Context: an optimization exercise on an open-source flow, tuned for small area. The choices shown serve that exercise and are no tape-out recipe.
Only simulation tests tie the RTL to the original design; equivalence was not proved.
Power is estimated from default activity; no workload was simulated.

File: flow/config.mk
export PLATFORM = sky130hd
export DESIGN_NAME = vga_display
export DESIGN_NICKNAME = vga_display
export VERILOG_FILES = /design/flow/design.v
export SDC_FILE = /design/flow/constraint.sdc
export NUM_CORES = 4
export LEC_CHECK = 0
export CAP_MARGIN = 20
export CORE_MARGIN = 2
export CORE_UTILIZATION = 50
export CTS_BUF_LIST = sky130_fd_sc_hd__clkbuf_8
export PLACE_DENSITY = 0.6
export SLEW_MARGIN = 20
File: flow/constraint.sdc
create_clock -name core_clock -period 10.0 [get_ports {clk}]
set_input_delay 2.0000 -clock core_clock [delete_from_list [all_inputs] [get_ports {clk}]]
set_output_delay 2.0000 -clock core_clock [all_outputs]
set_load 0.01 [all_outputs]
File: flow/design.v
module vga_logic(
    input wire reset,
    input wire [1:0] count, input wire pixel_strobe,
    input wire [5:0] hq, input wire [4:0] hr, input wire [4:0] vq, input wire [4:0] vr,
    input wire cpu_isAttacking, input wire [3:0] p1_health_out, input wire [3:0] cpu_health_out, input wire [3:0] keyboard_input,
    output wire [1:0] count_n, output wire pixel_strobe_n,
    output wire [5:0] hq_n, output wire [4:0] hr_n, output wire [4:0] vq_n, output wire [4:0] vr_n,
    output wire hSync, output wire vSync, output wire [11:0] VGA
);
wire new_n78, new_n79, new_n80, new_n83, new_n84, new_n85, new_n86,
    new_n87, new_n88, new_n89, new_n90, new_n91, new_n92, new_n93, new_n94,
    new_n95, new_n96, new_n97, new_n99, new_n100, new_n101, new_n103,
    new_n104, new_n105, new_n107, new_n108, new_n109, new_n111, new_n112,
    new_n113, new_n115, new_n116, new_n117, new_n119, new_n120, new_n121,
    new_n122, new_n123, new_n125, new_n126, new_n127, new_n128, new_n130,
    new_n131, new_n132, new_n133, new_n135, new_n136, new_n137, new_n138,
    new_n140, new_n141, new_n142, new_n144, new_n145, new_n146, new_n147,
    new_n148, new_n149, new_n150, new_n151, new_n152, new_n153, new_n154,
    new_n155, new_n157, new_n158, new_n159, new_n160, new_n161, new_n163,
    new_n164, new_n165, new_n166, new_n167, new_n169, new_n170, new_n171,
    new_n172, new_n174, new_n175, new_n176, new_n178, new_n179, new_n181,
    new_n182, new_n184, new_n185, new_n186, new_n187, new_n189, new_n190,
    new_n191, new_n192, new_n194, new_n196, new_n197, new_n198, new_n199,
    new_n200, new_n201, new_n202, new_n203, new_n204, new_n205, new_n206,
    new_n207, new_n208, new_n210, new_n211, new_n212, new_n213, new_n214,
    new_n215, new_n216, new_n217, new_n218, new_n219, new_n221, new_n222,
    new_n223, new_n224, new_n225, new_n226, new_n227, new_n228, new_n229,
    new_n230, new_n231, new_n232, new_n233, new_n234, new_n235, new_n236,
    new_n237, new_n238, new_n239, new_n240, new_n241, new_n242, new_n243,
    new_n244, new_n245, new_n246, new_n247, new_n248, new_n249, new_n250,
    new_n251, new_n252, new_n253, new_n254, new_n255, new_n256, new_n257,
    new_n258, new_n259, new_n260, new_n261, new_n262, new_n263, new_n264,
    new_n265, new_n266, new_n267, new_n268, new_n269, new_n270, new_n271,
    new_n272, new_n273, new_n274, new_n275, new_n276, new_n277, new_n278,
    new_n279, new_n280, new_n281, new_n282, new_n283, new_n284, new_n285,
    new_n286, new_n287, new_n288, new_n289, new_n290, new_n291, new_n292,
    new_n293, new_n294, new_n295, new_n296, new_n297, new_n298, new_n299,
    new_n300, new_n301, new_n302, new_n303, new_n304, new_n305, new_n306,
    new_n307, new_n308, new_n309, new_n310, new_n311, new_n312, new_n313,
    new_n314, new_n315, new_n316, new_n317, new_n318, new_n319, new_n320,
    new_n321, new_n322, new_n323, new_n324, new_n325, new_n326, new_n327,
    new_n328, new_n329, new_n330, new_n331, new_n332, new_n333, new_n334,
    new_n335, new_n336, new_n337, new_n338, new_n339, new_n340, new_n341,
    new_n342, new_n343, new_n344, new_n345, new_n346, new_n347, new_n348,
    new_n349, new_n350, new_n351, new_n352, new_n353, new_n354, new_n355,
    new_n356, new_n357, new_n358, new_n359, new_n360, new_n361, new_n362,
    new_n363, new_n364, new_n365, new_n366, new_n367, new_n368, new_n369,
    new_n370, new_n371, new_n372, new_n373, new_n374, new_n375, new_n376,
    new_n377, new_n378, new_n379, new_n380, new_n381, new_n382, new_n383,
    new_n384, new_n385, new_n386, new_n387, new_n388, new_n389, new_n390,
    new_n391, new_n392, new_n393, new_n394, new_n395, new_n396, new_n397,
    new_n398, new_n399, new_n400, new_n401, new_n402, new_n403, new_n404,
    new_n405, new_n406, new_n407, new_n408, new_n409, new_n410, new_n411,
    new_n412, new_n413, new_n414, new_n415, new_n416, new_n417, new_n418,
    new_n419, new_n420, new_n421, new_n422, new_n423, new_n424, new_n425,
    new_n426, new_n427, new_n428, new_n429, new_n430, new_n431, new_n432,
    new_n433, new_n434, new_n435, new_n436, new_n437, new_n438, new_n439,
    new_n440, new_n441, new_n442, new_n443, new_n444, new_n445, new_n446,
    new_n447, new_n448, new_n449, new_n450, new_n451, new_n452, new_n453,
    new_n454, new_n455, new_n456, new_n457, new_n458, new_n459, new_n460,
    new_n461, new_n462, new_n463, new_n464, new_n465, new_n466, new_n467,
    new_n468, new_n469, new_n470, new_n471, new_n472, new_n473, new_n474,
    new_n475, new_n476, new_n477, new_n478, new_n479, new_n480, new_n481,
    new_n482, new_n483, new_n484, new_n485, new_n486, new_n487, new_n488,
    new_n489, new_n490, new_n491, new_n492, new_n493, new_n494, new_n495,
    new_n496, new_n497, new_n498, new_n499, new_n500, new_n501, new_n502,
    new_n503, new_n504, new_n505, new_n506, new_n507, new_n508, new_n509,
    new_n510, new_n511, new_n512, new_n513, new_n514, new_n515, new_n516,
    new_n517, new_n518, new_n519, new_n520, new_n521, new_n522, new_n523,
    new_n524, new_n525, new_n526, new_n527, new_n528, new_n529, new_n530,
    new_n531, new_n532, new_n533, new_n534, new_n535, new_n536, new_n537,
    new_n538, new_n539, new_n540, new_n541, new_n542, new_n543, new_n544,
    new_n545, new_n546, new_n547, new_n548, new_n549, new_n550, new_n551,
    new_n552, new_n553, new_n554, new_n555, new_n556, new_n557, new_n558,
    new_n559, new_n560, new_n561, new_n562, new_n563, new_n564, new_n565,
    new_n566, new_n567, new_n568, new_n569, new_n570, new_n571, new_n572,
    new_n573, new_n574, new_n575, new_n576, new_n577, new_n578, new_n579,
    new_n580, new_n581, new_n582, new_n583, new_n584, new_n585, new_n586,
    new_n587, new_n588, new_n589, new_n590, new_n591, new_n592, new_n593,
    new_n594, new_n595, new_n596, new_n597, new_n598, new_n599, new_n600,
    new_n601, new_n602, new_n603, new_n604, new_n605, new_n606, new_n607,
    new_n608, new_n609, new_n610, new_n611, new_n612, new_n613, new_n614,
    new_n615, new_n616, new_n617, new_n618, new_n619, new_n620, new_n621,
    new_n622, new_n623, new_n624, new_n625, new_n626, new_n627, new_n628,
    new_n629, new_n630, new_n631, new_n632, new_n633, new_n634, new_n635,
    new_n636, new_n637, new_n638, new_n639, new_n640, new_n641, new_n642,
    new_n643, new_n644, new_n645, new_n646, new_n647, new_n648, new_n649,
    new_n650, new_n651, new_n652, new_n653, new_n654, new_n655, new_n656,
    new_n657, new_n658, new_n659, new_n660, new_n661, new_n662, new_n663,
    new_n664, new_n665, new_n666, new_n667, new_n668, new_n669, new_n670,
    new_n673, new_n674, new_n676, new_n677, new_n678, new_n679, new_n680,
    new_n681, new_n682, new_n683, new_n684, new_n685, new_n686, new_n687,
    new_n688, new_n689, new_n690, new_n691, new_n692, new_n693, new_n694,
    new_n695, new_n696, new_n697, new_n698, new_n699, new_n700, new_n701,
    new_n702, new_n703, new_n704, new_n705, new_n706, new_n707, new_n708,
    new_n709, new_n710, new_n711, new_n713, new_n714, new_n715, new_n716,
    new_n717, new_n718, new_n719, new_n720, new_n722, new_n723, new_n725,
    new_n726, new_n727, new_n728, new_n729, new_n731, new_n732, new_n733,
    new_n734, new_n735, new_n736, new_n738, new_n740, new_n741;
  assign count_n[0] = ~reset & ~count[0];
  assign new_n78 = count[0] & count[1];
  assign new_n79 = ~count[0] & ~count[1];
  assign new_n80 = ~reset & ~new_n79;
  assign count_n[1] = ~new_n78 & new_n80;
  assign pixel_strobe_n = reset | ~new_n78;
  assign new_n83 = ~pixel_strobe & ~hr[0];
  assign new_n84 = hq[1] & hq[2];
  assign new_n85 = ~hq[3] & ~hq[4];
  assign new_n86 = new_n84 & new_n85;
  assign new_n87 = ~hr[2] & hr[3];
  assign new_n88 = ~hq[0] & ~hq[5];
  assign new_n89 = new_n87 & new_n88;
  assign new_n90 = new_n86 & new_n89;
  assign new_n91 = new_n83 & new_n90;
  assign new_n92 = ~reset & ~new_n91;
  assign new_n93 = ~hr[1] & new_n83;
  assign new_n94 = hr[4] & new_n93;
  assign new_n95 = hq[0] & ~new_n94;
  assign new_n96 = ~hq[0] & new_n94;
  assign new_n97 = ~new_n95 & ~new_n96;
  assign hq_n[0] = new_n92 & ~new_n97;
  assign new_n99 = hq[1] & new_n96;
  assign new_n100 = ~hq[1] & ~new_n96;
  assign new_n101 = ~new_n99 & ~new_n100;
  assign hq_n[1] = ~new_n92 | new_n101;
  assign new_n103 = ~hq[2] & ~new_n99;
  assign new_n104 = hq[2] & new_n99;
  assign new_n105 = ~new_n103 & ~new_n104;
  assign hq_n[2] = ~new_n92 | new_n105;
  assign new_n107 = hq[3] & ~new_n104;
  assign new_n108 = ~hq[3] & new_n104;
  assign new_n109 = new_n92 & ~new_n108;
  assign hq_n[3] = new_n107 | ~new_n109;
  assign new_n111 = hq[4] & ~new_n108;
  assign new_n112 = new_n86 & new_n96;
  assign new_n113 = ~new_n111 & ~new_n112;
  assign hq_n[4] = new_n92 & ~new_n113;
  assign new_n115 = ~hq[5] & new_n112;
  assign new_n116 = hq[5] & ~new_n112;
  assign new_n117 = new_n92 & ~new_n116;
  assign hq_n[5] = new_n115 | ~new_n117;
  assign new_n119 = new_n83 & ~new_n90;
  assign new_n120 = ~reset & pixel_strobe;
  assign new_n121 = hr[0] & new_n120;
  assign new_n122 = reset & ~pixel_strobe;
  assign new_n123 = ~new_n121 & ~new_n122;
  assign hr_n[0] = new_n119 | ~new_n123;
  assign new_n125 = ~hr[1] & ~new_n119;
  assign new_n126 = new_n92 & new_n125;
  assign new_n127 = hr[1] & new_n119;
  assign new_n128 = ~new_n122 & ~new_n127;
  assign hr_n[1] = ~new_n126 & new_n128;
  assign new_n130 = hr[2] & ~hr[4];
  assign new_n131 = new_n93 & ~new_n130;
  assign new_n132 = hr[2] & ~new_n93;
  assign new_n133 = ~new_n131 & ~new_n132;
  assign hr_n[2] = new_n92 & ~new_n133;
  assign new_n135 = hr[3] & ~new_n131;
  assign new_n136 = ~hr[3] & ~hr[4];
  assign new_n137 = new_n131 & new_n136;
  assign new_n138 = ~new_n135 & ~new_n137;
  assign hr_n[3] = ~new_n92 | ~new_n138;
  assign new_n140 = new_n87 & new_n93;
  assign new_n141 = ~hr[4] & ~new_n140;
  assign new_n142 = ~new_n94 & ~new_n141;
  assign hr_n[4] = new_n92 & new_n142;
  assign new_n144 = vr[0] & new_n91;
  assign new_n145 = vr[1] & new_n144;
  assign new_n146 = ~vr[4] & new_n145;
  assign new_n147 = ~vq[0] & new_n146;
  assign new_n148 = vq[0] & ~new_n146;
  assign new_n149 = ~new_n147 & ~new_n148;
  assign new_n150 = vq[3] & ~vq[4];
  assign new_n151 = ~vq[0] & ~vq[1];
  assign new_n152 = vr[1] & vr[3];
  assign new_n153 = new_n151 & new_n152;
  assign new_n154 = new_n150 & new_n153;
  assign new_n155 = ~reset & ~new_n154;
  assign vq_n[0] = ~new_n149 & new_n155;
  assign new_n157 = vq[1] & ~new_n147;
  assign new_n158 = new_n144 & new_n154;
  assign new_n159 = ~reset & ~new_n158;
  assign new_n160 = new_n146 & new_n151;
  assign new_n161 = new_n159 & ~new_n160;
  assign vq_n[1] = new_n157 | ~new_n161;
  assign new_n163 = ~vq[2] & ~new_n160;
  assign new_n164 = ~vq[0] & vq[2];
  assign new_n165 = ~vq[1] & new_n164;
  assign new_n166 = new_n146 & new_n165;
  assign new_n167 = new_n159 & ~new_n166;
  assign vq_n[2] = ~new_n163 & new_n167;
  assign new_n169 = vq[3] & ~new_n166;
  assign new_n170 = vq[2] & ~vq[3];
  assign new_n171 = new_n160 & new_n170;
  assign new_n172 = ~new_n169 & ~new_n171;
  assign vq_n[3] = new_n159 & ~new_n172;
  assign new_n174 = vq[4] & new_n171;
  assign new_n175 = ~vq[4] & ~new_n171;
  assign new_n176 = ~reset & ~new_n175;
  assign vq_n[4] = ~new_n174 & new_n176;
  assign new_n178 = ~vr[0] & new_n92;
  assign new_n179 = new_n144 & new_n155;
  assign vr_n[0] = ~new_n178 & ~new_n179;
  assign new_n181 = ~vr[1] & ~new_n144;
  assign new_n182 = ~new_n145 & ~new_n181;
  assign vr_n[1] = ~new_n155 | new_n182;
  assign new_n184 = ~vr[2] & new_n145;
  assign new_n185 = vr[2] & ~new_n145;
  assign new_n186 = ~new_n146 & ~new_n185;
  assign new_n187 = ~new_n184 & new_n186;
  assign vr_n[2] = new_n159 & ~new_n187;
  assign new_n189 = vr[3] & new_n184;
  assign new_n190 = ~vr[3] & ~new_n184;
  assign new_n191 = ~new_n146 & new_n159;
  assign new_n192 = ~new_n190 & new_n191;
  assign vr_n[3] = ~new_n189 & new_n192;
  assign new_n194 = vr[4] & ~new_n189;
  assign vr_n[4] = ~new_n191 | new_n194;
  assign new_n196 = hr[0] & hr[1];
  assign new_n197 = ~hr[2] & ~new_n196;
  assign new_n198 = new_n136 & ~new_n197;
  assign new_n199 = ~hq[0] & ~new_n198;
  assign new_n200 = ~hq[1] & ~new_n199;
  assign new_n201 = hq[2] & ~new_n200;
  assign new_n202 = new_n130 & new_n196;
  assign new_n203 = ~new_n136 & ~new_n202;
  assign new_n204 = ~hq[1] & ~hq[2];
  assign new_n205 = hq[0] & new_n204;
  assign new_n206 = ~new_n203 & new_n205;
  assign new_n207 = hq[5] & new_n85;
  assign new_n208 = ~new_n206 & new_n207;
  assign hSync = new_n201 | ~new_n208;
  assign new_n210 = vr[2] & ~vr[3];
  assign new_n211 = ~vr[1] & new_n210;
  assign new_n212 = ~vr[0] & new_n211;
  assign new_n213 = vq[1] & ~new_n212;
  assign new_n214 = ~vr[4] & new_n150;
  assign new_n215 = vr[0] & vr[1];
  assign new_n216 = ~vq[0] & ~vq[2];
  assign new_n217 = new_n210 & new_n216;
  assign new_n218 = ~new_n215 & new_n217;
  assign new_n219 = new_n214 & new_n218;
  assign vSync = ~new_n213 | ~new_n219;
  assign new_n221 = ~cpu_health_out[0] & ~cpu_health_out[1];
  assign new_n222 = ~cpu_health_out[2] & ~cpu_health_out[3];
  assign new_n223 = new_n221 & new_n222;
  assign new_n224 = ~p1_health_out[0] & ~p1_health_out[1];
  assign new_n225 = ~p1_health_out[2] & ~p1_health_out[3];
  assign new_n226 = new_n224 & new_n225;
  assign new_n227 = new_n223 & ~new_n226;
  assign new_n228 = ~hq[4] & new_n227;
  assign new_n229 = ~new_n223 & new_n226;
  assign new_n230 = hq[4] & new_n229;
  assign new_n231 = ~new_n228 & ~new_n230;
  assign new_n232 = ~hr[0] & ~hr[1];
  assign new_n233 = hr[2] & ~new_n232;
  assign new_n234 = new_n227 & ~new_n233;
  assign new_n235 = new_n198 & ~new_n234;
  assign new_n236 = new_n205 & new_n235;
  assign new_n237 = hq[3] & new_n236;
  assign new_n238 = hq[3] & hq[4];
  assign new_n239 = ~new_n85 & ~new_n238;
  assign new_n240 = ~new_n236 & ~new_n239;
  assign new_n241 = ~new_n237 & ~new_n240;
  assign new_n242 = keyboard_input[0] & keyboard_input[1];
  assign new_n243 = ~keyboard_input[0] & ~keyboard_input[1];
  assign new_n244 = ~keyboard_input[2] & ~keyboard_input[3];
  assign new_n245 = ~new_n243 & new_n244;
  assign new_n246 = ~new_n242 & new_n245;
  assign new_n247 = ~new_n227 & ~new_n246;
  assign new_n248 = hq[4] & ~new_n247;
  assign new_n249 = ~hq[4] & cpu_isAttacking;
  assign new_n250 = new_n247 & new_n249;
  assign new_n251 = ~new_n229 & ~new_n250;
  assign new_n252 = ~new_n248 & new_n251;
  assign new_n253 = new_n241 & new_n252;
  assign new_n254 = ~hq[4] & ~new_n235;
  assign new_n255 = hq[0] & ~new_n254;
  assign new_n256 = ~hq[0] & new_n254;
  assign new_n257 = ~new_n255 & ~new_n256;
  assign new_n258 = hq[0] & new_n235;
  assign new_n259 = ~hq[4] & ~new_n258;
  assign new_n260 = ~hq[1] & ~new_n259;
  assign new_n261 = hq[1] & new_n259;
  assign new_n262 = ~new_n260 & ~new_n261;
  assign new_n263 = ~hq[4] & ~new_n260;
  assign new_n264 = hq[2] & new_n263;
  assign new_n265 = ~hq[2] & ~new_n263;
  assign new_n266 = ~new_n264 & ~new_n265;
  assign new_n267 = new_n262 & new_n266;
  assign new_n268 = new_n257 & new_n267;
  assign new_n269 = ~new_n257 & ~new_n262;
  assign new_n270 = vq[1] & new_n252;
  assign new_n271 = ~vq[0] & new_n270;
  assign new_n272 = ~new_n269 & new_n271;
  assign new_n273 = ~new_n268 & new_n272;
  assign new_n274 = ~new_n253 & ~new_n273;
  assign new_n275 = ~vq[2] & ~vq[3];
  assign new_n276 = ~new_n268 & new_n275;
  assign new_n277 = vq[0] & ~vq[3];
  assign new_n278 = ~vq[1] & new_n277;
  assign new_n279 = ~vq[2] & new_n278;
  assign new_n280 = ~new_n276 & ~new_n279;
  assign new_n281 = vq[0] & ~new_n262;
  assign new_n282 = ~new_n252 & ~new_n281;
  assign new_n283 = new_n266 & new_n282;
  assign new_n284 = ~new_n280 & new_n283;
  assign new_n285 = new_n274 & ~new_n284;
  assign new_n286 = vq[0] & vq[1];
  assign new_n287 = ~new_n151 & ~new_n286;
  assign new_n288 = new_n275 & new_n287;
  assign new_n289 = vq[3] & new_n164;
  assign new_n290 = vq[1] & new_n257;
  assign new_n291 = new_n289 & new_n290;
  assign new_n292 = ~vq[1] & vq[2];
  assign new_n293 = ~new_n257 & new_n292;
  assign new_n294 = ~vq[3] & new_n151;
  assign new_n295 = new_n275 & new_n286;
  assign new_n296 = ~new_n294 & ~new_n295;
  assign new_n297 = ~new_n262 & new_n296;
  assign new_n298 = ~new_n293 & new_n297;
  assign new_n299 = ~new_n291 & new_n298;
  assign new_n300 = ~new_n286 & ~new_n292;
  assign new_n301 = vq[3] & new_n300;
  assign new_n302 = ~vq[3] & new_n292;
  assign new_n303 = vq[0] & ~vq[2];
  assign new_n304 = vq[1] & new_n303;
  assign new_n305 = ~new_n302 & ~new_n304;
  assign new_n306 = ~new_n301 & new_n305;
  assign new_n307 = new_n267 & ~new_n306;
  assign new_n308 = ~new_n299 & ~new_n307;
  assign new_n309 = new_n257 & new_n266;
  assign new_n310 = ~vq[3] & ~new_n151;
  assign new_n311 = new_n309 & new_n310;
  assign new_n312 = new_n308 & ~new_n311;
  assign new_n313 = new_n288 & new_n312;
  assign new_n314 = new_n275 & new_n281;
  assign new_n315 = ~vq[1] & new_n289;
  assign new_n316 = ~new_n262 & new_n315;
  assign new_n317 = ~new_n314 & ~new_n316;
  assign new_n318 = ~new_n313 & new_n317;
  assign new_n319 = ~new_n165 & ~new_n266;
  assign new_n320 = new_n318 & new_n319;
  assign new_n321 = ~new_n257 & new_n266;
  assign new_n322 = new_n151 & new_n321;
  assign new_n323 = vq[0] & new_n262;
  assign new_n324 = new_n302 & new_n323;
  assign new_n325 = ~vq[1] & new_n314;
  assign new_n326 = new_n266 & ~new_n325;
  assign new_n327 = ~new_n324 & new_n326;
  assign new_n328 = ~new_n321 & ~new_n327;
  assign new_n329 = ~vq[1] & ~vq[3];
  assign new_n330 = ~new_n164 & ~new_n170;
  assign new_n331 = new_n269 & ~new_n330;
  assign new_n332 = new_n281 & new_n292;
  assign new_n333 = ~new_n331 & ~new_n332;
  assign new_n334 = ~new_n329 & ~new_n333;
  assign new_n335 = ~new_n328 & ~new_n334;
  assign new_n336 = ~new_n322 & ~new_n335;
  assign new_n337 = ~new_n320 & new_n336;
  assign new_n338 = new_n241 & ~new_n337;
  assign new_n339 = ~new_n285 & ~new_n338;
  assign new_n340 = ~new_n231 & ~new_n339;
  assign new_n341 = vq[1] & new_n275;
  assign new_n342 = ~vq[3] & ~new_n303;
  assign new_n343 = ~new_n304 & ~new_n342;
  assign new_n344 = ~new_n341 & ~new_n343;
  assign new_n345 = new_n267 & ~new_n344;
  assign new_n346 = ~new_n262 & ~new_n266;
  assign new_n347 = ~new_n262 & ~new_n286;
  assign new_n348 = ~vq[3] & ~new_n262;
  assign new_n349 = ~new_n257 & ~new_n348;
  assign new_n350 = ~new_n347 & new_n349;
  assign new_n351 = ~new_n346 & ~new_n350;
  assign new_n352 = ~new_n345 & ~new_n351;
  assign new_n353 = ~vq[2] & ~new_n262;
  assign new_n354 = ~new_n170 & new_n266;
  assign new_n355 = ~new_n353 & new_n354;
  assign new_n356 = new_n292 & ~new_n298;
  assign new_n357 = ~new_n341 & ~new_n356;
  assign new_n358 = ~new_n355 & new_n357;
  assign new_n359 = ~new_n352 & ~new_n358;
  assign new_n360 = ~new_n241 & ~new_n359;
  assign new_n361 = ~vq[0] & new_n257;
  assign new_n362 = new_n170 & ~new_n213;
  assign new_n363 = new_n252 & new_n362;
  assign new_n364 = new_n361 & new_n363;
  assign new_n365 = ~vq[1] & ~vq[2];
  assign new_n366 = vq[3] & new_n365;
  assign new_n367 = vq[0] & new_n366;
  assign new_n368 = ~new_n257 & new_n367;
  assign new_n369 = vr[4] & new_n212;
  assign new_n370 = ~vr[4] & ~new_n212;
  assign new_n371 = ~vq[1] & ~new_n370;
  assign new_n372 = ~vr[2] & new_n215;
  assign new_n373 = ~vr[3] & vr[4];
  assign new_n374 = ~new_n372 & new_n373;
  assign new_n375 = ~new_n371 & ~new_n374;
  assign new_n376 = ~new_n164 & ~new_n303;
  assign new_n377 = new_n375 & ~new_n376;
  assign new_n378 = ~vq[2] & new_n151;
  assign new_n379 = new_n373 & new_n378;
  assign new_n380 = ~new_n377 & ~new_n379;
  assign new_n381 = new_n369 & ~new_n380;
  assign new_n382 = ~new_n368 & ~new_n381;
  assign new_n383 = ~new_n364 & new_n382;
  assign new_n384 = new_n346 & ~new_n383;
  assign new_n385 = ~new_n360 & new_n384;
  assign new_n386 = new_n268 & new_n360;
  assign new_n387 = new_n231 & ~new_n386;
  assign new_n388 = ~new_n385 & new_n387;
  assign new_n389 = ~new_n340 & ~new_n388;
  assign new_n390 = ~vq[2] & ~new_n257;
  assign new_n391 = ~new_n270 & new_n390;
  assign new_n392 = new_n308 & new_n391;
  assign new_n393 = new_n346 & ~new_n392;
  assign new_n394 = ~new_n309 & new_n315;
  assign new_n395 = new_n257 & new_n262;
  assign new_n396 = new_n262 & ~new_n366;
  assign new_n397 = ~new_n395 & ~new_n396;
  assign new_n398 = new_n275 & ~new_n290;
  assign new_n399 = ~new_n397 & ~new_n398;
  assign new_n400 = ~vq[1] & new_n257;
  assign new_n401 = new_n348 & new_n400;
  assign new_n402 = ~new_n257 & new_n294;
  assign new_n403 = new_n262 & new_n402;
  assign new_n404 = new_n252 & ~new_n403;
  assign new_n405 = ~new_n401 & new_n404;
  assign new_n406 = ~new_n399 & new_n405;
  assign new_n407 = ~new_n266 & ~new_n295;
  assign new_n408 = new_n396 & new_n407;
  assign new_n409 = ~new_n406 & new_n408;
  assign new_n410 = vq[3] & new_n292;
  assign new_n411 = ~new_n269 & new_n410;
  assign new_n412 = new_n266 & ~new_n411;
  assign new_n413 = ~new_n395 & ~new_n412;
  assign new_n414 = ~new_n409 & new_n413;
  assign new_n415 = ~new_n394 & ~new_n414;
  assign new_n416 = ~new_n252 & ~new_n415;
  assign new_n417 = ~new_n326 & new_n406;
  assign new_n418 = new_n241 & ~new_n417;
  assign new_n419 = ~new_n416 & new_n418;
  assign new_n420 = ~new_n393 & ~new_n419;
  assign new_n421 = vq[2] & new_n287;
  assign new_n422 = new_n257 & new_n421;
  assign new_n423 = ~new_n213 & ~new_n416;
  assign new_n424 = new_n422 & ~new_n423;
  assign new_n425 = vq[1] & new_n390;
  assign new_n426 = ~vq[3] & new_n425;
  assign new_n427 = new_n257 & new_n275;
  assign new_n428 = ~vq[1] & new_n427;
  assign new_n429 = ~new_n291 & ~new_n428;
  assign new_n430 = ~new_n426 & new_n429;
  assign new_n431 = ~new_n419 & new_n430;
  assign new_n432 = ~new_n424 & new_n431;
  assign new_n433 = ~new_n368 & new_n432;
  assign new_n434 = ~new_n420 & ~new_n433;
  assign new_n435 = new_n257 & new_n381;
  assign new_n436 = new_n170 & new_n312;
  assign new_n437 = new_n241 & ~new_n436;
  assign new_n438 = ~new_n398 & ~new_n410;
  assign new_n439 = new_n266 & ~new_n438;
  assign new_n440 = ~new_n312 & new_n439;
  assign new_n441 = ~new_n437 & ~new_n440;
  assign new_n442 = ~new_n435 & ~new_n441;
  assign new_n443 = ~new_n329 & new_n354;
  assign new_n444 = ~vq[3] & ~new_n292;
  assign new_n445 = new_n257 & new_n286;
  assign new_n446 = new_n444 & ~new_n445;
  assign new_n447 = ~new_n266 & new_n446;
  assign new_n448 = ~new_n443 & ~new_n447;
  assign new_n449 = new_n262 & ~new_n425;
  assign new_n450 = ~new_n448 & new_n449;
  assign new_n451 = ~new_n442 & ~new_n450;
  assign new_n452 = new_n231 & ~new_n451;
  assign new_n453 = ~new_n434 & new_n452;
  assign new_n454 = ~new_n262 & new_n341;
  assign new_n455 = new_n262 & new_n315;
  assign new_n456 = ~new_n454 & ~new_n455;
  assign new_n457 = new_n407 & new_n456;
  assign new_n458 = new_n262 & ~new_n422;
  assign new_n459 = ~vq[3] & ~new_n347;
  assign new_n460 = ~new_n458 & new_n459;
  assign new_n461 = new_n457 & ~new_n460;
  assign new_n462 = vq[0] & ~new_n321;
  assign new_n463 = new_n341 & ~new_n462;
  assign new_n464 = ~new_n281 & new_n463;
  assign new_n465 = vq[0] & ~new_n257;
  assign new_n466 = new_n302 & ~new_n465;
  assign new_n467 = new_n266 & ~new_n466;
  assign new_n468 = new_n333 & new_n467;
  assign new_n469 = ~new_n464 & new_n468;
  assign new_n470 = ~new_n461 & ~new_n469;
  assign new_n471 = new_n241 & ~new_n470;
  assign new_n472 = new_n230 & ~new_n471;
  assign new_n473 = vq[1] & new_n309;
  assign new_n474 = ~new_n151 & ~new_n262;
  assign new_n475 = ~new_n473 & new_n474;
  assign new_n476 = ~new_n280 & ~new_n475;
  assign new_n477 = new_n170 & new_n290;
  assign new_n478 = new_n323 & new_n477;
  assign new_n479 = ~new_n316 & ~new_n478;
  assign new_n480 = ~new_n476 & new_n479;
  assign new_n481 = ~new_n457 & ~new_n480;
  assign new_n482 = new_n472 & new_n481;
  assign new_n483 = ~vq[0] & new_n482;
  assign new_n484 = ~new_n241 & ~new_n463;
  assign new_n485 = ~new_n267 & new_n277;
  assign new_n486 = new_n484 & ~new_n485;
  assign new_n487 = vq[2] & ~new_n266;
  assign new_n488 = new_n262 & ~new_n487;
  assign new_n489 = new_n266 & new_n303;
  assign new_n490 = ~new_n241 & ~new_n489;
  assign new_n491 = ~new_n488 & new_n490;
  assign new_n492 = ~new_n486 & ~new_n491;
  assign new_n493 = new_n472 & new_n492;
  assign new_n494 = ~new_n483 & ~new_n493;
  assign new_n495 = ~new_n453 & new_n494;
  assign new_n496 = ~new_n288 & new_n335;
  assign new_n497 = ~new_n278 & new_n457;
  assign new_n498 = ~new_n496 & ~new_n497;
  assign new_n499 = new_n241 & ~new_n498;
  assign new_n500 = new_n318 & new_n484;
  assign new_n501 = ~hq[3] & new_n84;
  assign new_n502 = ~new_n258 & new_n501;
  assign new_n503 = ~new_n237 & ~new_n502;
  assign new_n504 = new_n228 & new_n503;
  assign new_n505 = ~new_n500 & new_n504;
  assign new_n506 = ~new_n499 & new_n505;
  assign new_n507 = new_n495 & ~new_n506;
  assign new_n508 = ~new_n266 & ~new_n477;
  assign new_n509 = new_n312 & ~new_n508;
  assign new_n510 = new_n309 & new_n341;
  assign new_n511 = ~new_n509 & ~new_n510;
  assign new_n512 = new_n303 & ~new_n511;
  assign new_n513 = ~vq[0] & ~vq[3];
  assign new_n514 = new_n487 & new_n513;
  assign new_n515 = new_n252 & ~new_n514;
  assign new_n516 = ~new_n512 & new_n515;
  assign new_n517 = ~new_n302 & ~new_n341;
  assign new_n518 = new_n241 & ~new_n517;
  assign new_n519 = ~new_n328 & new_n518;
  assign new_n520 = new_n516 & ~new_n519;
  assign new_n521 = ~new_n241 & new_n444;
  assign new_n522 = vq[3] & ~new_n333;
  assign new_n523 = ~new_n521 & ~new_n522;
  assign new_n524 = new_n257 & ~new_n266;
  assign new_n525 = new_n151 & ~new_n321;
  assign new_n526 = ~new_n524 & new_n525;
  assign new_n527 = ~new_n295 & ~new_n526;
  assign new_n528 = ~new_n523 & new_n527;
  assign new_n529 = ~hq[1] & vq[1];
  assign new_n530 = ~new_n151 & new_n170;
  assign new_n531 = ~new_n529 & ~new_n530;
  assign new_n532 = ~new_n315 & new_n531;
  assign new_n533 = ~new_n266 & ~new_n532;
  assign new_n534 = ~new_n528 & ~new_n533;
  assign new_n535 = new_n321 & new_n513;
  assign new_n536 = vq[3] & new_n346;
  assign new_n537 = ~new_n535 & ~new_n536;
  assign new_n538 = ~new_n491 & new_n537;
  assign new_n539 = ~new_n534 & new_n538;
  assign new_n540 = ~new_n516 & ~new_n539;
  assign new_n541 = ~new_n231 & ~new_n540;
  assign new_n542 = ~new_n520 & new_n541;
  assign new_n543 = ~new_n367 & ~new_n381;
  assign new_n544 = ~new_n361 & ~new_n543;
  assign new_n545 = new_n432 & ~new_n544;
  assign new_n546 = ~new_n420 & ~new_n545;
  assign new_n547 = new_n231 & ~new_n360;
  assign new_n548 = ~new_n546 & new_n547;
  assign new_n549 = ~new_n542 & ~new_n548;
  assign new_n550 = ~new_n507 & ~new_n549;
  assign new_n551 = new_n286 & ~new_n369;
  assign new_n552 = new_n530 & ~new_n551;
  assign new_n553 = ~new_n262 & new_n552;
  assign new_n554 = new_n496 & ~new_n553;
  assign new_n555 = vq[0] & ~new_n395;
  assign new_n556 = new_n170 & ~new_n555;
  assign new_n557 = ~new_n509 & new_n556;
  assign new_n558 = new_n318 & new_n457;
  assign new_n559 = ~new_n557 & new_n558;
  assign new_n560 = ~new_n554 & ~new_n559;
  assign new_n561 = new_n253 & ~new_n560;
  assign new_n562 = ~hq[0] & ~new_n262;
  assign new_n563 = new_n358 & ~new_n562;
  assign new_n564 = new_n266 & ~new_n563;
  assign new_n565 = new_n358 & new_n461;
  assign new_n566 = ~new_n564 & ~new_n565;
  assign new_n567 = ~vq[1] & ~new_n323;
  assign new_n568 = new_n241 & new_n342;
  assign new_n569 = ~new_n567 & new_n568;
  assign new_n570 = ~new_n566 & new_n569;
  assign new_n571 = new_n252 & new_n266;
  assign new_n572 = new_n341 & ~new_n395;
  assign new_n573 = new_n300 & new_n310;
  assign new_n574 = new_n262 & new_n573;
  assign new_n575 = ~new_n316 & ~new_n574;
  assign new_n576 = ~new_n572 & new_n575;
  assign new_n577 = new_n571 & ~new_n576;
  assign new_n578 = new_n274 & ~new_n577;
  assign new_n579 = ~new_n570 & new_n578;
  assign new_n580 = ~new_n231 & ~new_n579;
  assign new_n581 = ~new_n561 & new_n580;
  assign new_n582 = ~new_n241 & new_n511;
  assign new_n583 = ~new_n289 & ~new_n422;
  assign new_n584 = ~new_n309 & ~new_n583;
  assign new_n585 = ~new_n270 & new_n427;
  assign new_n586 = ~new_n425 & new_n543;
  assign new_n587 = ~new_n585 & new_n586;
  assign new_n588 = ~new_n571 & new_n587;
  assign new_n589 = ~new_n584 & new_n588;
  assign new_n590 = ~new_n392 & ~new_n589;
  assign new_n591 = new_n414 & ~new_n590;
  assign new_n592 = new_n241 & ~new_n591;
  assign new_n593 = new_n231 & ~new_n592;
  assign new_n594 = ~new_n582 & new_n593;
  assign new_n595 = ~new_n482 & ~new_n594;
  assign new_n596 = ~new_n581 & new_n595;
  assign new_n597 = ~new_n550 & new_n596;
  assign new_n598 = ~new_n389 & new_n597;
  assign new_n599 = new_n389 & new_n507;
  assign new_n600 = ~hq[4] & ~new_n389;
  assign new_n601 = new_n596 & ~new_n600;
  assign new_n602 = ~hq[4] & new_n389;
  assign new_n603 = new_n507 & ~new_n602;
  assign new_n604 = hq[4] & ~new_n389;
  assign new_n605 = new_n603 & ~new_n604;
  assign new_n606 = ~new_n601 & ~new_n605;
  assign new_n607 = new_n599 & new_n606;
  assign new_n608 = new_n596 & new_n604;
  assign new_n609 = ~new_n603 & ~new_n608;
  assign new_n610 = ~new_n596 & ~new_n604;
  assign new_n611 = new_n549 & ~new_n610;
  assign new_n612 = ~new_n609 & new_n611;
  assign new_n613 = ~hq[5] & vq[4];
  assign new_n614 = ~hq[4] & ~new_n549;
  assign new_n615 = new_n613 & ~new_n614;
  assign new_n616 = ~new_n612 & new_n615;
  assign new_n617 = ~new_n607 & new_n616;
  assign new_n618 = ~new_n598 & new_n617;
  assign new_n619 = new_n329 & new_n491;
  assign new_n620 = new_n618 & ~new_n619;
  assign new_n621 = hq[0] & ~new_n203;
  assign new_n622 = new_n86 & ~new_n621;
  assign new_n623 = new_n205 & new_n238;
  assign new_n624 = ~hq[5] & ~new_n623;
  assign new_n625 = ~new_n622 & new_n624;
  assign new_n626 = ~new_n292 & ~new_n625;
  assign new_n627 = ~vq[3] & vq[4];
  assign new_n628 = vq[1] & ~vr[4];
  assign new_n629 = ~new_n211 & new_n628;
  assign new_n630 = new_n627 & ~new_n629;
  assign new_n631 = ~new_n626 & new_n630;
  assign new_n632 = ~new_n380 & new_n631;
  assign new_n633 = ~new_n150 & ~new_n632;
  assign new_n634 = new_n239 & new_n613;
  assign new_n635 = new_n227 & new_n634;
  assign new_n636 = ~new_n503 & new_n635;
  assign new_n637 = ~hr[3] & new_n130;
  assign new_n638 = ~hq[0] & ~new_n637;
  assign new_n639 = new_n295 & ~new_n638;
  assign new_n640 = ~new_n258 & new_n639;
  assign new_n641 = new_n636 & new_n640;
  assign new_n642 = new_n633 & ~new_n641;
  assign new_n643 = ~new_n620 & new_n642;
  assign new_n644 = ~new_n597 & new_n602;
  assign new_n645 = ~new_n389 & new_n549;
  assign new_n646 = new_n596 & ~new_n645;
  assign new_n647 = new_n507 & ~new_n646;
  assign new_n648 = new_n550 & new_n608;
  assign new_n649 = new_n613 & ~new_n648;
  assign new_n650 = ~new_n647 & new_n649;
  assign new_n651 = ~new_n644 & new_n650;
  assign new_n652 = ~new_n549 & new_n613;
  assign new_n653 = new_n599 & new_n652;
  assign new_n654 = hq[3] & ~hq[4];
  assign new_n655 = vq[4] & new_n654;
  assign new_n656 = new_n204 & new_n655;
  assign new_n657 = new_n229 & new_n656;
  assign new_n658 = ~hq[5] & new_n657;
  assign new_n659 = ~new_n636 & ~new_n658;
  assign new_n660 = new_n170 & new_n287;
  assign new_n661 = ~new_n659 & new_n660;
  assign new_n662 = ~vq[0] & new_n229;
  assign new_n663 = new_n661 & ~new_n662;
  assign new_n664 = new_n315 & new_n375;
  assign new_n665 = ~new_n295 & ~new_n627;
  assign new_n666 = ~new_n664 & new_n665;
  assign new_n667 = ~new_n624 & ~new_n666;
  assign new_n668 = new_n642 & ~new_n667;
  assign new_n669 = ~new_n663 & new_n668;
  assign new_n670 = ~new_n653 & new_n669;
  assign VGA[9] = new_n651 | ~new_n670;
  assign VGA[6] = ~new_n643 & VGA[9];
  assign new_n673 = ~hq[5] & new_n622;
  assign new_n674 = ~new_n666 & new_n673;
  assign VGA[0] = VGA[6] | new_n674;
  assign new_n676 = ~new_n495 & ~new_n601;
  assign new_n677 = hq[4] & new_n389;
  assign new_n678 = new_n495 & new_n596;
  assign new_n679 = ~new_n677 & new_n678;
  assign new_n680 = new_n549 & new_n613;
  assign new_n681 = ~new_n679 & new_n680;
  assign new_n682 = ~new_n676 & new_n681;
  assign new_n683 = ~new_n606 & new_n682;
  assign new_n684 = ~new_n507 & ~new_n610;
  assign new_n685 = new_n507 & new_n610;
  assign new_n686 = ~new_n608 & new_n652;
  assign new_n687 = ~new_n685 & new_n686;
  assign new_n688 = ~new_n684 & new_n687;
  assign new_n689 = ~new_n683 & ~new_n688;
  assign new_n690 = new_n543 & ~new_n689;
  assign new_n691 = ~hq[4] & ~new_n507;
  assign new_n692 = ~new_n677 & ~new_n691;
  assign new_n693 = ~new_n549 & new_n601;
  assign new_n694 = ~new_n692 & new_n693;
  assign new_n695 = new_n549 & new_n692;
  assign new_n696 = new_n507 & new_n600;
  assign new_n697 = hq[4] & ~new_n469;
  assign new_n698 = new_n389 & ~new_n697;
  assign new_n699 = ~new_n596 & ~new_n698;
  assign new_n700 = ~new_n614 & new_n699;
  assign new_n701 = ~new_n696 & ~new_n700;
  assign new_n702 = ~new_n695 & new_n701;
  assign new_n703 = ~new_n694 & new_n702;
  assign new_n704 = ~new_n690 & ~new_n703;
  assign new_n705 = ~new_n617 & ~new_n653;
  assign new_n706 = ~new_n610 & new_n682;
  assign new_n707 = ~new_n705 & ~new_n706;
  assign new_n708 = ~new_n704 & new_n707;
  assign new_n709 = new_n651 & new_n708;
  assign new_n710 = new_n633 & ~new_n663;
  assign new_n711 = ~new_n674 & new_n710;
  assign VGA[1] = new_n709 | ~new_n711;
  assign new_n713 = hq[0] & vq[0];
  assign new_n714 = vq[1] & ~vq[3];
  assign new_n715 = ~new_n713 & new_n714;
  assign new_n716 = new_n658 & new_n715;
  assign new_n717 = new_n288 & new_n636;
  assign new_n718 = ~new_n716 & ~new_n717;
  assign new_n719 = new_n642 & new_n718;
  assign new_n720 = ~new_n618 & new_n719;
  assign VGA[2] = new_n674 | ~new_n720;
  assign new_n722 = ~new_n661 & ~new_n674;
  assign new_n723 = new_n719 & new_n722;
  assign VGA[3] = ~new_n705 | ~new_n723;
  assign new_n725 = new_n613 & new_n703;
  assign new_n726 = ~new_n216 & new_n715;
  assign new_n727 = new_n657 & new_n726;
  assign new_n728 = ~new_n718 & ~new_n727;
  assign new_n729 = new_n710 & ~new_n728;
  assign VGA[4] = new_n725 | ~new_n729;
  assign new_n731 = ~vq[3] & new_n389;
  assign new_n732 = ~new_n604 & ~new_n731;
  assign new_n733 = new_n652 & new_n732;
  assign new_n734 = ~new_n706 & ~new_n733;
  assign new_n735 = ~new_n598 & ~new_n734;
  assign new_n736 = new_n720 & ~new_n735;
  assign VGA[5] = ~new_n689 | ~new_n736;
  assign new_n738 = new_n710 & new_n718;
  assign VGA[7] = new_n708 | ~new_n738;
  assign new_n740 = new_n633 & ~new_n667;
  assign new_n741 = ~new_n727 & new_n740;
  assign VGA[8] = ~new_n689 | ~new_n741;
  assign VGA[10] = new_n667 | ~new_n736;
  assign VGA[11] = ~new_n734 | ~new_n740;
endmodule
module vga_display(
    input wire clk, reset,
    input cpu_isAttacking,
    input wire [3:0] p1_health_out, cpu_health_out,
    input wire [3:0] keyboard_input,
    output wire hSync, vSync,
    output wire [11:0] VGA
    );
    reg [1:0] count;
    reg pixel_strobe;
    reg [5:0] hq;
    reg [4:0] hr, vq, vr;
    wire [1:0] count_n;
    wire pixel_strobe_n;
    wire [5:0] hq_n;
    wire [4:0] hr_n, vq_n, vr_n;
    always @(posedge clk) begin
        count <= count_n;
        pixel_strobe <= pixel_strobe_n;
        hq <= hq_n;
        hr <= hr_n;
        vq <= vq_n;
        vr <= vr_n;
    end
    vga_logic logic_i (.reset(reset), .count(count), .pixel_strobe(pixel_strobe),
        .hq(hq), .hr(hr), .vq(vq), .vr(vr),
        .cpu_isAttacking(cpu_isAttacking), .p1_health_out(p1_health_out), .cpu_health_out(cpu_health_out),
        .keyboard_input(keyboard_input),
        .count_n(count_n), .pixel_strobe_n(pixel_strobe_n), .hq_n(hq_n), .hr_n(hr_n), .vq_n(vq_n), .vr_n(vr_n),
        .hSync(hSync), .vSync(vSync), .VGA(VGA));
endmodule
File: flow/flow/run.sh
#!/bin/bash
# Own layout flow: the standard ORFS flow (standard.sh) with three changes to synthesis and
# placement, none to the registers (their names and cell types are the standard synthesis's):
#  - the technology-mapping ABC call uses an area-oriented script (flow/abc_area_own.script)
#    instead of ORFS's delay-oriented one;
#  - half and full adders are left to ABC as plain gates (ADDER_MAP_FILE empty) instead of being
#    mapped to adder cells before ABC;
#  - ports are buffered as in the standard flow, but with the smallest buffer (buf_1);
#  - clock tree synthesis clusters up to 30 sinks per buffer and inserts no dummy loads.
# ORFS writes each tool's log under orfs/logs/; make's own output goes to flow_make.log here.
set -euo pipefail
W=$(pwd)
{
  echo "proc abc {args} {"
  echo "  set i [lsearch -exact \$args -script]"
  echo "  if {\$i >= 0} { lset args [expr {\$i + 1}] $W/flow/abc_area_own.script }"
  echo "  yosys abc {*}\$args"
  echo "}"
  cat "$W/synth_recipe.tcl"
} > "$W/own_synth.tcl"
sed "s#SYNTH_SCRIPT=[^ ]*#SYNTH_SCRIPT=$W/own_synth.tcl ADDER_MAP_FILE=#" "$W/standard.sh" > "$W/own_standard.sh"
grep -q "SYNTH_SCRIPT=$W/own_synth.tcl" "$W/own_standard.sh"
export BUFFER_PORTS_ARGS="-buffer_cell sky130_fd_sc_hd__buf_1"
export CTS_ARGS="-sink_clustering_enable -repair_clock_nets -buf_list sky130_fd_sc_hd__clkbuf_8 -sink_clustering_size 30 -sink_clustering_max_diameter 500 -dont_use_dummy_load"
bash "$W/own_standard.sh" > "$W/flow_make.log" 2>&1
File: flow/flow/abc_area_own.script
strash
dch -f
amap
topo
File: flow/standard.sh
#!/bin/bash
# synth_recipe.tcl (not shown) runs the flow's synth.tcl, then flattens the netlist and writes it again
# the make line also repeats each setting of config.mk as NAME=value (left out here)
make -C /OpenROAD-flow-scripts/flow DESIGN_CONFIG=/design/flow/config.mk WORK_HOME=/design/flow/orfs CLKGATE_MAP_FILE= SYNTH_SCRIPT=/design/flow/synth_recipe.tcl "${@:-finish}"
==> results of run 1 <==
[cell usage after synthesis]
| master | instances |
|---|---|
| o21ai_0 | 29 |
| nor2b_1 | 1 |
| a32oi_1 | 1 |
| o31ai_1 | 3 |
| clkinv_1 | 68 |
| nor3_1 | 24 |
| o311a_1 | 1 |
| o41ai_1 | 4 |
| a21o_1 | 2 |
| a221oi_1 | 3 |
| o21bai_1 | 1 |
| or4_1 | 4 |
| nand3_1 | 5 |
| o221a_1 | 1 |
| a21oi_1 | 30 |
| a2111oi_0 | 2 |
| o211a_1 | 1 |
| a2111o_1 | 1 |
| or2_0 | 8 |
| o2111ai_1 | 2 |
| nor3b_1 | 1 |
| a41oi_1 | 2 |
| xor2_1 | 1 |
| a221o_1 | 1 |
| a22oi_1 | 1 |
| o221ai_1 | 2 |
| a211oi_1 | 8 |
| o32ai_1 | 5 |
| nor4_1 | 4 |
| nand4_1 | 3 |
| o21a_1 | 11 |
| a211o_1 | 1 |
| o311ai_0 | 3 |
| nand2_1 | 49 |
| a31oi_1 | 14 |
| or3_1 | 8 |
| nor4b_1 | 1 |
| a311oi_1 | 2 |
| o211ai_1 | 7 |
| dfxtp_1 | 24 |
| o22ai_1 | 6 |
| nor2_1 | 131 |
[area by class of cell]
cell class	count	area share [%]
flip-flops and latches	24	15.5
inverters	68	8.24
clock buffers	3	1.33
multi-input cells	384	65.1
repair buffers	43	7.02
well taps	70	2.83
[where the power goes]
| part | internal [mW] | switching [mW] |
|---|---|---|
| Combinational | 0.00691 | 0.0119 |
| Clock | 0.0269 | 0.0278 |
| Sequential | 0.0970 | 0.000861 |
[critical path, cell delays in order]
cell and delay, ps:
buf_1 70, or4_1 540, nor2_1 180, clkinv_1 150
o21ai_1 230, nor2_1 100, nor2_1 160, nor2_1 60
a21oi_1 210, buf_4 220, nor3_1 60, nor4_1 430
o311ai_1 200, o21a_1 150, nor2_1 180, a211oi_2 80
or4_1 510, o22ai_1 160, nand3_1 130, o311ai_1 180
a41oi_1 140, buf_4 200, o21ai_0 210, a221oi_1 160
or3_1 410, o21a_1 140, or2_0 230, buf_1 130
[registers in the layout, summed over array words and instances (netlist names)]
register / cells
hq: 6
hr: 5
vq: 5
vr: 5
count: 2
pixel_strobe: 1
[logic make-up after synthesis]
kind of cell           count (synthesis)
AO/OA/AOI/OAI                        144
XOR/XNOR                               1
flip-flops                            24
AND/OR/NAND/NOR                      239
buffers and inverters                 68
[cells in the final DEF (no fill, tap or decap), types with 6 or more instances in the layout]
cell type  count
a211oi_1       7
a21oi_1       30
a31oi_1       13
buf_1         28
buf_4         15
clkinv_1      67
dfxtp_1       24
nand2_1       49
nor2_1       131
nor3_1        24
o211ai_1       7
o21a_1        11
o21ai_0       28
o22ai_1        6
or2_0          8
or3_1          8
[metrics by stage]
step | instance area (sq um) | hold slack, ps
floorplan | 2720 | 401
CTS | 3060 | 437
detailed placement | 3020 | 419
global placement | 3020 | 414
global route | 3100 | 467
finish | 3100 | 441
[per-layer routing]
layer | vias up | wire (microns) | GRT usage [%] | part of all wire [%]
met4 | 0 | 487 | 14.8 | 4.8
met3 | 66 | 1030 | 2.56 | 10
met1 | 1712 | 4050 | 44.7 | 40
met2 | 312 | 4570 | 54.6 | 45
met5 | - | 0 | 0 | 0
li1 | 1801 | - | - | -
[worst paths after layout]
check | cells after the start | slack, ps | to | start
worst max-delay path | 28 | 380 | VGA[0] | cpu_health_out[0]
worst min-delay path | 1 | 440 | count[0] | count[0]
worst max register to register | 13 | 7510 | vq[3] | hq[1]
worst min register to register | 1 | 440 | count[0] | count[0]
[repair_timing]
| action | CTS | global route |
|---|---|---|
| setup endpoints to repair | 1 | 8 |
| gates resized for setup | 1 | 10 |
| pin swaps | 0 | 1 |
| buffers inserted | 0 | 1 |
| endpoints found under the hold margin | 0 | 0 |
==> impl_metrics.yaml, run 1 <==
yosys:
  synth_compound_area_share_pct: 35.2
  synth_xor_xnor_area_share_pct: 0.322
  yosysUniqueCellTypes: 42
  synth_top_area_share_pct: 18.1
  ys_ff_latch: 24
  syn_avg_cell_area_sq_um: 5.71
  synthSimpleGateAreaFrac_pct: 37.4
  synth.largest_area_cell: "nor2_1"
  synth_area_sq_um: 2720
  synth_top_family_by_area: "simple AND/OR/NAND/NOR gates"
  syn_nets: 491
  synth.area.top_cells: "nor2_1 (18%), dfxtp_1 (18%), clkinv_1 (9.4%), nand2_1 (6.8%), a21oi_1 (5.5%)"
  synthCells: 476
  yosys_warnings: 1
  ys_seq_area_share_pct: 17.7
  synthMuxAreaShare_pct: 0
  synth_fa_ha_area_share_pct: 0
finish:
  nNetsFinal: 539
  diodes: 0
  multiInputGateArea_sq_um: 2020
  syn2layout_area_growth_pct: 14.0
  seq_area_sq_um: 480
  instances_no_fill: 592
  utilization_pct: 59.9
  fill_cells: 530
  final_layout_size_suffix_gt1_share_pct: 4.79
sta:
  max_slew_margin_pct: 39.3
  fmax_ghz: 0.104
  setup_viol: 0
  finalHoldViolCount: 0
  fin_setup_tns_ps: 0
  fin_ws_ps: 381
  finClkSkew_ps: 9.32
  finalCritPeriodShare_pct: 96.2
  grt_setup_unrepaired: "false"
  tightestPinTransition_ps: 898
  slew_violations: 0
  finalCriticalPeriod_ps: 9620
placed_design:
  dp_hpwl_microns: 7910
  gp_congestion: 1.09
  port_buffers: 28
  place_inst: 588
  place_ws_ps: 29.5
worst_setup_path:
  crit_required_ps: 8000
  end_kind: "output port"
  crit_fanout: 10
  critPathKind: "primary input to output port"
  arrival_ps: 7620
  setup.worst_path.start_class: "primary input"
clock_network:
  cts_tree: "done"
  cts_root_buffer: "clkbuf_8"
  ctsHoldBuffers: 0
  numCtsBuffers: 3
  h-tree-depth: 1
  clock-sinks: 24
  clkLatencyLatePin_ps: 260
  clk_pin_slew_ps: 70
  clk_path_buf_depth: 2
min_path:
  hold_class: "flip-flop to flip-flop"
global_route:
  grt_max_degree: 14
  grt-ovfl-total: 0
  antenna_found_initial: 0
  grt_pass1_wl_microns: 16600
  grt_usage_pct: 33.4
  grt_pass1_vias: 3522
power:
  power.leakage_nw: 1.12
  vdd_drop_max_mv: 0.107
  power.total_mw: 0.171
  power_density_nw_per_um2: 55.3
floorplan:
  pin_count: 29
  start_util_pct: 52.6
  core_area_sq_um: 5170
  die_y_microns: 77.7
  fp.dieW_microns: 77.7
  rows: 26
  dieArea_sq_um: 6040
status:
  outcome: "timing/DRC/antenna clean"
routing:
  vias: 3891
  vias_per_cell: 6.57
  drc: 0
  drtPass1Iterations: 8
  drt_iter0_drc: 809
  wl_per_cell_microns: 17.1
  antenna_left: 0
  drt_wl_total_microns: 10100
job:
  cap_viol_max_count: 0
==> run 2, diff against run 1 <==
--- a/flow/flow/run.sh
+++ b/flow/flow/run.sh
@@ -6,6 +6,5 @@
 #  - half and full adders are left to ABC as plain gates (ADDER_MAP_FILE empty) instead of being
 #    mapped to adder cells before ABC;
-#  - ports are buffered as in the standard flow, but with the smallest buffer (buf_1);
-#  - clock tree synthesis clusters up to 30 sinks per buffer and inserts no dummy loads.
+#  - ports are buffered as in the standard flow, but with the smallest buffer (buf_1).
 # ORFS writes each tool's log under orfs/logs/; make's own output goes to flow_make.log here.
 set -euo pipefail
@@ -22,4 +21,3 @@
 grep -q "SYNTH_SCRIPT=$W/own_synth.tcl" "$W/own_standard.sh"
 export BUFFER_PORTS_ARGS="-buffer_cell sky130_fd_sc_hd__buf_1"
-export CTS_ARGS="-sink_clustering_enable -repair_clock_nets -buf_list sky130_fd_sc_hd__clkbuf_8 -sink_clustering_size 30 -sink_clustering_max_diameter 500 -dont_use_dummy_load"
 bash "$W/own_standard.sh" > "$W/flow_make.log" 2>&1
==> run 2 against run 1 <==
Against the previous run:
- clock power grew 18%
- highest routed layer unchanged
- first-iteration DRC count is 18% lower
- still clean on timing, DRC and antenna
- largest power group unchanged
- clock skew decreased by 6.6 ps
==> impl_metrics.yaml, run 2 <==
clock_network:
  h-tree-depth: 1
  cts_root_buffer: "clkbuf_8"
  numCtsBuffers: 3
  clkLatencyLatePin_ps: 260
  clk_path_buf_depth: 2
  clock-sinks: 24
  clk_pin_slew_ps: 80
  ctsHoldBuffers: 0
  cts_tree: "done"
global_route:
  grt_pass1_vias: 3495
  grt_pass1_wl_microns: 16600
  grt_max_degree: 14
  antenna_found_initial: 0
  grt-ovfl-total: 0
  met1_usage_pct: 44.9
  grt_usage_pct: 33.1
  use_met2_pct: 54.1
  grt_busiest_layer: "met2"
  grt_use_met3_pct: 2.56
yosys:
  yosys-top-cells-count: "nor2_1 (131), clkinv_1 (68), nand2_1 (49), a21oi_1 (30), o21ai_0 (29)"
  yosys_warnings: 1
  syn_avg_cell_area_sq_um: 5.71
  synth_ff_type: "dfxtp_1"
  synth.largest_area_cell: "nor2_1"
  synth.area.top_cells: "nor2_1 (18%), dfxtp_1 (18%), clkinv_1 (9.4%), nand2_1 (6.8%), a21oi_1 (5.5%)"
  synth_top_area_share_pct: 18.1
  synth_area_sq_um: 2720
  async_reset_ff_share_pct: 0
  yosys.cell_count.top_type: "nor2_1"
  synth_edf_count: 0
  ys_seq_area_share_pct: 17.7
  syn_nets: 491
  ys_ff_latch: 24
  yosysUniqueCellTypes: 42
  synthCells: 476
routing:
  drc: 0
  vias: 3866
  antenna_left: 0
  drt_wl_total_microns: 10100
  vias_per_cell: 6.52
  wl_per_cell_microns: 17.0
  drtPass1Iterations: 6
  drt_iter0_drc: 667
worst_setup_path:
  end_kind: "output port"
  r2r-start: "hq[1]"
  crit_start: "cpu_health_out[0]"
  rr_endpoint: "vq[3]"
  setup.worst_path.start_class: "primary input"
  crit_required_ps: 8000
  crit_fanout: 10
  critPathKind: "primary input to output port"
  crit_end: "VGA[0]"
  ff2ff_path_depth: 13
  arrival_ps: 7630
  r2r_setup_slack_ps: 7520
finish:
  syn2layout_area_growth_pct: 14.5
  final_common_cell: "nor2_1"
  fill_cells: 532
  fin_area_sq_um: 3110
  multiInputGateArea_sq_um: 2020
  largest_register_ffs: 6
  final_layout_size_suffix_gt1_share_pct: 4.97
  diodes: 0
  seq_area_sq_um: 480
  mostFrequentLayoutCells: "nor2_1 (131), clkinv_1 (67), nand2_1 (49), a21oi_1 (30)"
  nNetsFinal: 539
  largest_register: "hq"
sta:
  finalCritPeriodShare_pct: 96.3
  setup_viol: 0
  tightestPinTransition_ps: 924
  fin_setup_tns_ps: 0
  fin_ws_ps: 372
  finalCriticalPeriod_ps: 9630
  whs_ps: 439
  finalHoldViolCount: 0
  finClkSkew_ps: 2.77
  grt_setup_unrepaired: "false"
  fmax_ghz: 0.104
  slew_violations: 0
  max_slew_margin_pct: 37.6
placed_design:
  place_ws_ps: 29.5
  dp_hpwl_microns: 7910
  gp_congestion: 1.09
  port_buffers: 28
  dpl_cell_area_sq_um: 3020
floorplan:
  pin_count: 29
  rows: 26
  dieArea_sq_um: 6040
  core_area_sq_um: 5170
  fp.dieW_microns: 77.7
  start_util_pct: 52.6
  die_y_microns: 77.7
power:
  power.leakage_nw: 1.13
  vdd_drop_max_mv: 0.150
  power.total_mw: 0.181
  power_density_nw_per_um2: 58.3
status:
  outcome: "timing/DRC/antenna clean"
job:
  cap_viol_max_count: 0
min_path:
  hold_class: "flip-flop to flip-flop"
run 2: metal layers:
layer  wire, microns  vias up
li1                -     1805
met1            4030     1724
met2            4530      282
met3            1080       55
met4             455        0
met5               0        -
run 2: critical path, stage by stage:
cell	delay, ps
buf_1	70
or4_1	540
nor2_1	160
clkinv_1	140
o21ai_1	220
nor2_1	100
nor2_1	160
nor2_1	60
a21oi_1	200
buf_4	220
nor3_1	60
nor4_1	490
o311ai_1	210
o21a_1	150
nor2_1	180
a211oi_2	80
or4_1	520
o22ai_1	140
nand3_1	120
o311ai_1	180
a41oi_1	140
buf_4	200
o21ai_0	210
a221oi_1	160
or3_1	410
o21a_1	140
or2_0	230
buf_1	130
run 2: repair_timing:
item,CTS,global route
gates cloned,0,0
endpoints found under the setup margin,1,8
pin swaps,0,1
setup buffers,0,1
resized for setup,1,10
run 2: cell type report:
| cell class | count | share of cell area, % |
|---|---|---|
| Multi-Input combinational cell | 384 | 64.8 |
| Sequential cell | 24 | 15.4 |
| Inverter | 68 | 8.20 |
| Timing Repair Buffer | 43 | 6.99 |
| Tap cell | 70 | 2.81 |
| Clock buffer | 4 | 1.77 |
run 2: cell families after synthesis:
group | count (synthesis) | share of synthesized area [%]
buf+inv | 68 | 9.39
simple gates | 239 | 37.4
flops | 24 | 17.7
compound gates | 144 | 35.2
xor+xnor | 1 | 0.322
run 2: worst min path at each step:
stage	startpoint	end	cells past startpoint
2_1_floorplan	count[0]	count[0]	1
3_3_place_gp	count[0]	count[0]	1
3_5_place_dp	count[0]	count[0]	1
4_1_cts	count[0]	count[0]	1
5_1_grt	count[0]	count[0]	1
6_report	count[0]	count[0]	1
run 2: power by group:
group	internal, mW	switching (mW)
clock network	0.0351	0.0294
logic	0.00691	0.0122
registers	0.0970	0.000876
run 2: through the flow:
step,util (%),cells
2_1_floorplan,-,476
3_3_place_gp,58.3,588
3_5_place_dp,58.3,588
4_1_cts,59.4,592
5_1_grt,60.2,593
6_report,60.2,593

[what the ideal ports hide]
The flow's constraints put no driver on any port. The routed layouts listed below were extracted and timed again, unchanged, in two steps. Step 1, drivers: a clkbuf_16 drives clk and a buf_2 each remaining input, both assumed. Step 2 also shifts input and output timing later by t, the mid clock arrival at the registers, as if the neighbouring blocks saw the same clock. Slacks: ideal ports / drivers / drivers and shift; pairs: ideal ports / drivers.
| run | t (ns) | slack for setup (ns) | hold WS [ns] | worst setup path at the end |
|---|---|---|---|---|
| run 1 | 0.283 | 0.381 / 0.360 / 0.360 | 0.441 / 0.441 / 0.441 | input to output |
| run 2 | 0.283 | 0.372 / 0.351 / 0.351 | 0.438 / 0.438 / 0.438 | input to output |
After both steps every run listed still meets setup and hold.
